This design comes from an exercise in tuning for small area, a short achievable clock period and few clock cycles per item on the open sky130 flow, not from production work.
RTL that was checked went through simulation tests only; none was proved equivalent to the original.

== 04-10 ==
==> module seq_coder, before the edit <==
module seq_coder (
  input  logic                            clk_i,
  input  logic                            rst_ni,
  input  logic                            xfer_i,
  input  logic                            tag_i,
  input  logic                            open_i,
  input  logic                            res_nz_i,
  input  logic                            res_last_i,
  input  logic [DATA_W-1:0]               base_i,
  input  logic [0:BLOCK_SIZE-1][DATA_W-1:0] words_i,
  input  logic                            room_i,     
  output logic                            free_o,     
  output logic                            vld_o,
  output logic [7:0]                      code_o,
  output logic [3:0]                      len_o,
  output logic                            end_o
);
  logic [0:BLOCK_SIZE-1][DATA_W-1:0] e_d, e_q;     
  logic [1:BLOCK_SIZE-1]           b_d, b_q, b_n;  
  logic [BLOCK_SIZE-2:0]           p_n, p_0;       
  logic [BLOCK_SIZE-2:0]           q_q, q_d;       
  logic [BLOCK_SIZE-2:0]           p, x;
  logic [3:0]                      s_d, s_q;       
  logic [3:0]                      zr_d, zr_q;     
  logic                            xz_d, xz_q;     
  logic                            sl_d, sl_q;     
  logic                            xz2_d, xz2_q;   
  logic [1:BLOCK_SIZE-1]           b_nn;
  logic [BLOCK_SIZE-2:0]           p_nn;
  logic                            busy_d, busy_q, tag_d, tag_q, open_d, open_q;
  logic [7:0]                      symb;
  logic                            symb_short;
  assign free_o = !busy_q && room_i;
  always_comb
    for (int k = 1; k < BLOCK_SIZE; k++) begin
      p[BLOCK_SIZE-1-k]   = e_q[k][0] ^ e_q[k-1][0] ^ b_q[k];
      b_n[k]              = (!e_q[k][0] && e_q[k-1][0]) || (!(e_q[k][0] ^ e_q[k-1][0]) && b_q[k]);
      p_n[BLOCK_SIZE-1-k] = e_q[k][1] ^ e_q[k-1][1] ^ b_n[k];
      p_0[BLOCK_SIZE-1-k] = words_i[k][0] ^ words_i[k-1][0];
      b_nn[k]             = (!e_q[k][1] && e_q[k-1][1]) || (!(e_q[k][1] ^ e_q[k-1][1]) && b_n[k]);
      p_nn[BLOCK_SIZE-1-k] = e_q[k][2] ^ e_q[k-1][2] ^ b_nn[k];
    end
  assign x = p ^ q_q;
  dbx_compressor compressor_i (
    .dbp_i  (p),
    .dbx_i  (x),
    .symb_o (symb),
    .short_o(symb_short)
  );
  always_comb begin
    logic adv, lastz, fin;
    logic [3:0] zeros;
    adv    = 1'b0;
    lastz  = 1'b0;
    fin    = 1'b0;
    busy_d = busy_q;
    tag_d  = tag_q;
    open_d = open_q;
    if (open_q && res_nz_i)
      open_d = 1'b0;
    if (open_q && res_last_i) begin
      open_d = 1'b0;
      tag_d  = 1'b1;
    end
    s_d    = s_q;
    zr_d   = zr_q;
    e_d    = e_q;
    b_d    = b_q;
    q_d    = q_q;
    vld_o  = 1'b0;
    code_o = '0;
    len_o  = '0;
    end_o  = 1'b0;
    zeros  = zr_q;
    xz_d   = xz_q;
    xz2_d  = xz2_q;
    sl_d   = sl_q;
    if (xfer_i) begin
      vld_o  = 1'b1;
      code_o = base_i;
      len_o  = 4'd8;
      busy_d = 1'b1;
      tag_d  = tag_i;
      open_d = open_i;
      s_d    = '0;
      zr_d   = '0;
      e_d    = words_i;
      b_d    = '0;
      q_d    = '0;
      sl_d   = 1'b0;
      xz_d   = (p_0 == '0);
      xz2_d  = 1'b0;
    end else if (busy_q) begin
      lastz = (s_q == 4'(DATA_W-1)) && xz_q && xz2_q;
      fin   = sl_q || lastz;
      if (xz_q && !fin) begin
        adv  = 1'b1;
        zr_d = zr_q + 4'd1;
      end else if (room_i && !(fin && open_q)) begin
        vld_o = 1'b1;
        if (xz_q || zr_q != '0) begin
          if (xz_q)
            zeros = zr_q + (lastz ? 4'd2 : 4'd1);
          if (zeros == 4'd1) begin
            code_o = 8'b01000000;
            len_o  = 4'd2;
          end else begin
            code_o = {3'b001, 3'(zeros - 4'd2), 2'b00};
            len_o  = 4'd6;
          end
          zr_d = '0;
        end else begin
          code_o = symb;
          len_o  = symb_short ? 4'd5 : 4'd8;
        end
        if (xz_q || zr_q == '0) begin
          if (fin) begin
            busy_d = 1'b0;
            end_o  = tag_q;
          end else
            adv = 1'b1;
        end
      end
      if (adv) begin
        s_d  = s_q + 4'd1;
        sl_d = (s_q == 4'(DATA_W-1));
        q_d  = p;
        xz_d  = (p_n == p);
        xz2_d = (p_nn == p_n);
        b_d  = b_n;
        for (int k = 0; k < BLOCK_SIZE; k++)
          e_d[k] = {e_q[k][DATA_W-1], e_q[k][DATA_W-1:1]};
      end
    end
  end
  always_ff @(posedge clk_i or negedge rst_ni) begin
    if (~rst_ni) begin
      busy_q <= 1'b0;
      open_q <= 1'b0;
    end else begin
      busy_q <= busy_d;
      open_q <= open_d;
    end
  end
  always_ff @(posedge clk_i) begin
    tag_q <= tag_d;
    xz_q  <= xz_d;
    xz2_q <= xz2_d;
    sl_q  <= sl_d;
    s_q   <= s_d;
    zr_q  <= zr_d;
    e_q   <= e_d;
    b_q   <= b_d;
    q_q   <= q_d;
  end
endmodule
clock: 12.0 ns
lec_check: 0
cap_margin: 20
core_margin: 2
core_utilization: 40
place_density: 0.6
slew_margin: 20
standard.sh (not shown) runs the stock make flow with config.mk's settings and CLKGATE_MAP_FILE= SYNTH_SCRIPT=/design/flow/synth_recipe.tcl, a recipe that flattens the netlist after the stock synthesis.
==> flow/flow/run.sh <==
#!/bin/bash
# Standard layout, with repair_timing asked for extra setup slack against
# the design's own constraints (same SDC, same clock period).
cp standard.sh standard_copy.sh.txt 2>/dev/null
export SETUP_SLACK_MARGIN=8.6
bash standard.sh > standard_flow.log 2>&1
Testbench counts of 04-10, summed over its fixed seeds: cycles 28,903, words 28,155.
Changes in 09-02 relative to 04-10:
--- a/flow/design.v
+++ b/flow/design.v
@@ -232,25 +232,20 @@
   logic [BLOCK_SIZE-2:0]           p, x;
   logic [3:0]                      s_d, s_q;       
   logic [3:0]                      zr_d, zr_q;     
   logic                            xz_d, xz_q;     
   logic                            sl_d, sl_q;     
-  logic                            xz2_d, xz2_q;   
-  logic [1:BLOCK_SIZE-1]           b_nn;
-  logic [BLOCK_SIZE-2:0]           p_nn;
   logic                            busy_d, busy_q, tag_d, tag_q, open_d, open_q;
   logic [7:0]                      symb;
   logic                            symb_short;
   assign free_o = !busy_q && room_i;
   always_comb
     for (int k = 1; k < BLOCK_SIZE; k++) begin
       p[BLOCK_SIZE-1-k]   = e_q[k][0] ^ e_q[k-1][0] ^ b_q[k];
       b_n[k]              = (!e_q[k][0] && e_q[k-1][0]) || (!(e_q[k][0] ^ e_q[k-1][0]) && b_q[k]);
       p_n[BLOCK_SIZE-1-k] = e_q[k][1] ^ e_q[k-1][1] ^ b_n[k];
       p_0[BLOCK_SIZE-1-k] = words_i[k][0] ^ words_i[k-1][0];
-      b_nn[k]             = (!e_q[k][1] && e_q[k-1][1]) || (!(e_q[k][1] ^ e_q[k-1][1]) && b_n[k]);
-      p_nn[BLOCK_SIZE-1-k] = e_q[k][2] ^ e_q[k-1][2] ^ b_nn[k];
     end
   assign x = p ^ q_q;
   dbx_compressor compressor_i (
     .dbp_i  (p),
     .dbx_i  (x),
@@ -281,11 +276,10 @@
     code_o = '0;
     len_o  = '0;
     end_o  = 1'b0;
     zeros  = zr_q;
     xz_d   = xz_q;
-    xz2_d  = xz2_q;
     sl_d   = sl_q;
     if (xfer_i) begin
       vld_o  = 1'b1;
       code_o = base_i;
       len_o  = 4'd8;
@@ -297,13 +291,12 @@
       e_d    = words_i;
       b_d    = '0;
       q_d    = '0;
       sl_d   = 1'b0;
       xz_d   = (p_0 == '0);
-      xz2_d  = 1'b0;
     end else if (busy_q) begin
-      lastz = (s_q == 4'(DATA_W-1)) && xz_q && xz2_q;
+      lastz = (s_q == 4'(DATA_W-1)) && xz_q && (p_n == p);
       fin   = sl_q || lastz;
       if (xz_q && !fin) begin
         adv  = 1'b1;
         zr_d = zr_q + 4'd1;
       end else if (room_i && !(fin && open_q)) begin
@@ -333,12 +326,11 @@
       end
       if (adv) begin
         s_d  = s_q + 4'd1;
         sl_d = (s_q == 4'(DATA_W-1));
         q_d  = p;
-        xz_d  = (p_n == p);
-        xz2_d = (p_nn == p_n);
+        xz_d = (p_n == p);
         b_d  = b_n;
         for (int k = 0; k < BLOCK_SIZE; k++)
           e_d[k] = {e_q[k][DATA_W-1], e_q[k][DATA_W-1:1]};
       end
     end
@@ -353,11 +345,10 @@
     end
   end
   always_ff @(posedge clk_i) begin
     tag_q <= tag_d;
     xz_q  <= xz_d;
-    xz2_q <= xz2_d;
     sl_q  <= sl_d;
     s_q   <= s_d;
     zr_q  <= zr_d;
     e_q   <= e_d;
     b_q   <= b_d;
### Flow results
- 09-02 went all the way through the flow, and no timing, DRC or antenna check failed.
- Density: 09-02 denser than 04-10
- Between 04-10 and 09-02, fraction of final layout cells sized beyond drive strength 1 is higher for 09-02, 04-10 comes in under that.
- When the final numbers for 04-10 and 09-02 were put side by side, the maximum number of pins on one net before global-route repair turned out to be greater in 04-10.
For 09-02, only the layout was checked, not whether the RTL still works.

-- what the ideal ports hide --
The results above use ideal ports. As a check the final layouts listed here were re-extracted and re-timed, cells and wires unchanged. Step 1 (the two cells are an assumption about what drives the block):
set clk [get_ports {clk_i}]
set_driving_cell -lib_cell sky130_fd_sc_hd__clkbuf_16 $clk
set_driving_cell -lib_cell sky130_fd_sc_hd__buf_2 [delete_from_list [all_inputs] $clk]
Step 2 moves the port delays by t, midway between the first and last clock arrival at a register: inputs arrive t later, outputs are due t later. That takes back most of the time a late clock gives input paths. a / b / c = ideal ports / drivers / drivers and shift; a / b = the first two.
| run | t, ns | setup slack, ns | hold slack, ns | worst setup path at the end | cell pins on the clock port's net |
|---|---|---|---|---|---|
| 04-10 | 0.589 | 8.494 / 8.446 / 8.106 | 0.468 / 0.468 / 0.468 | input to register | 1 |
| 09-02 | 0.609 | 7.947 / 7.947 / 7.947 | 0.474 / 0.474 / 0.474 | register to register | 1 |
After both steps every run listed still meets setup and hold. The setup slack of 04-10, which loses most, moves by -0.048 ns with the drivers and by -0.388 ns with both steps.
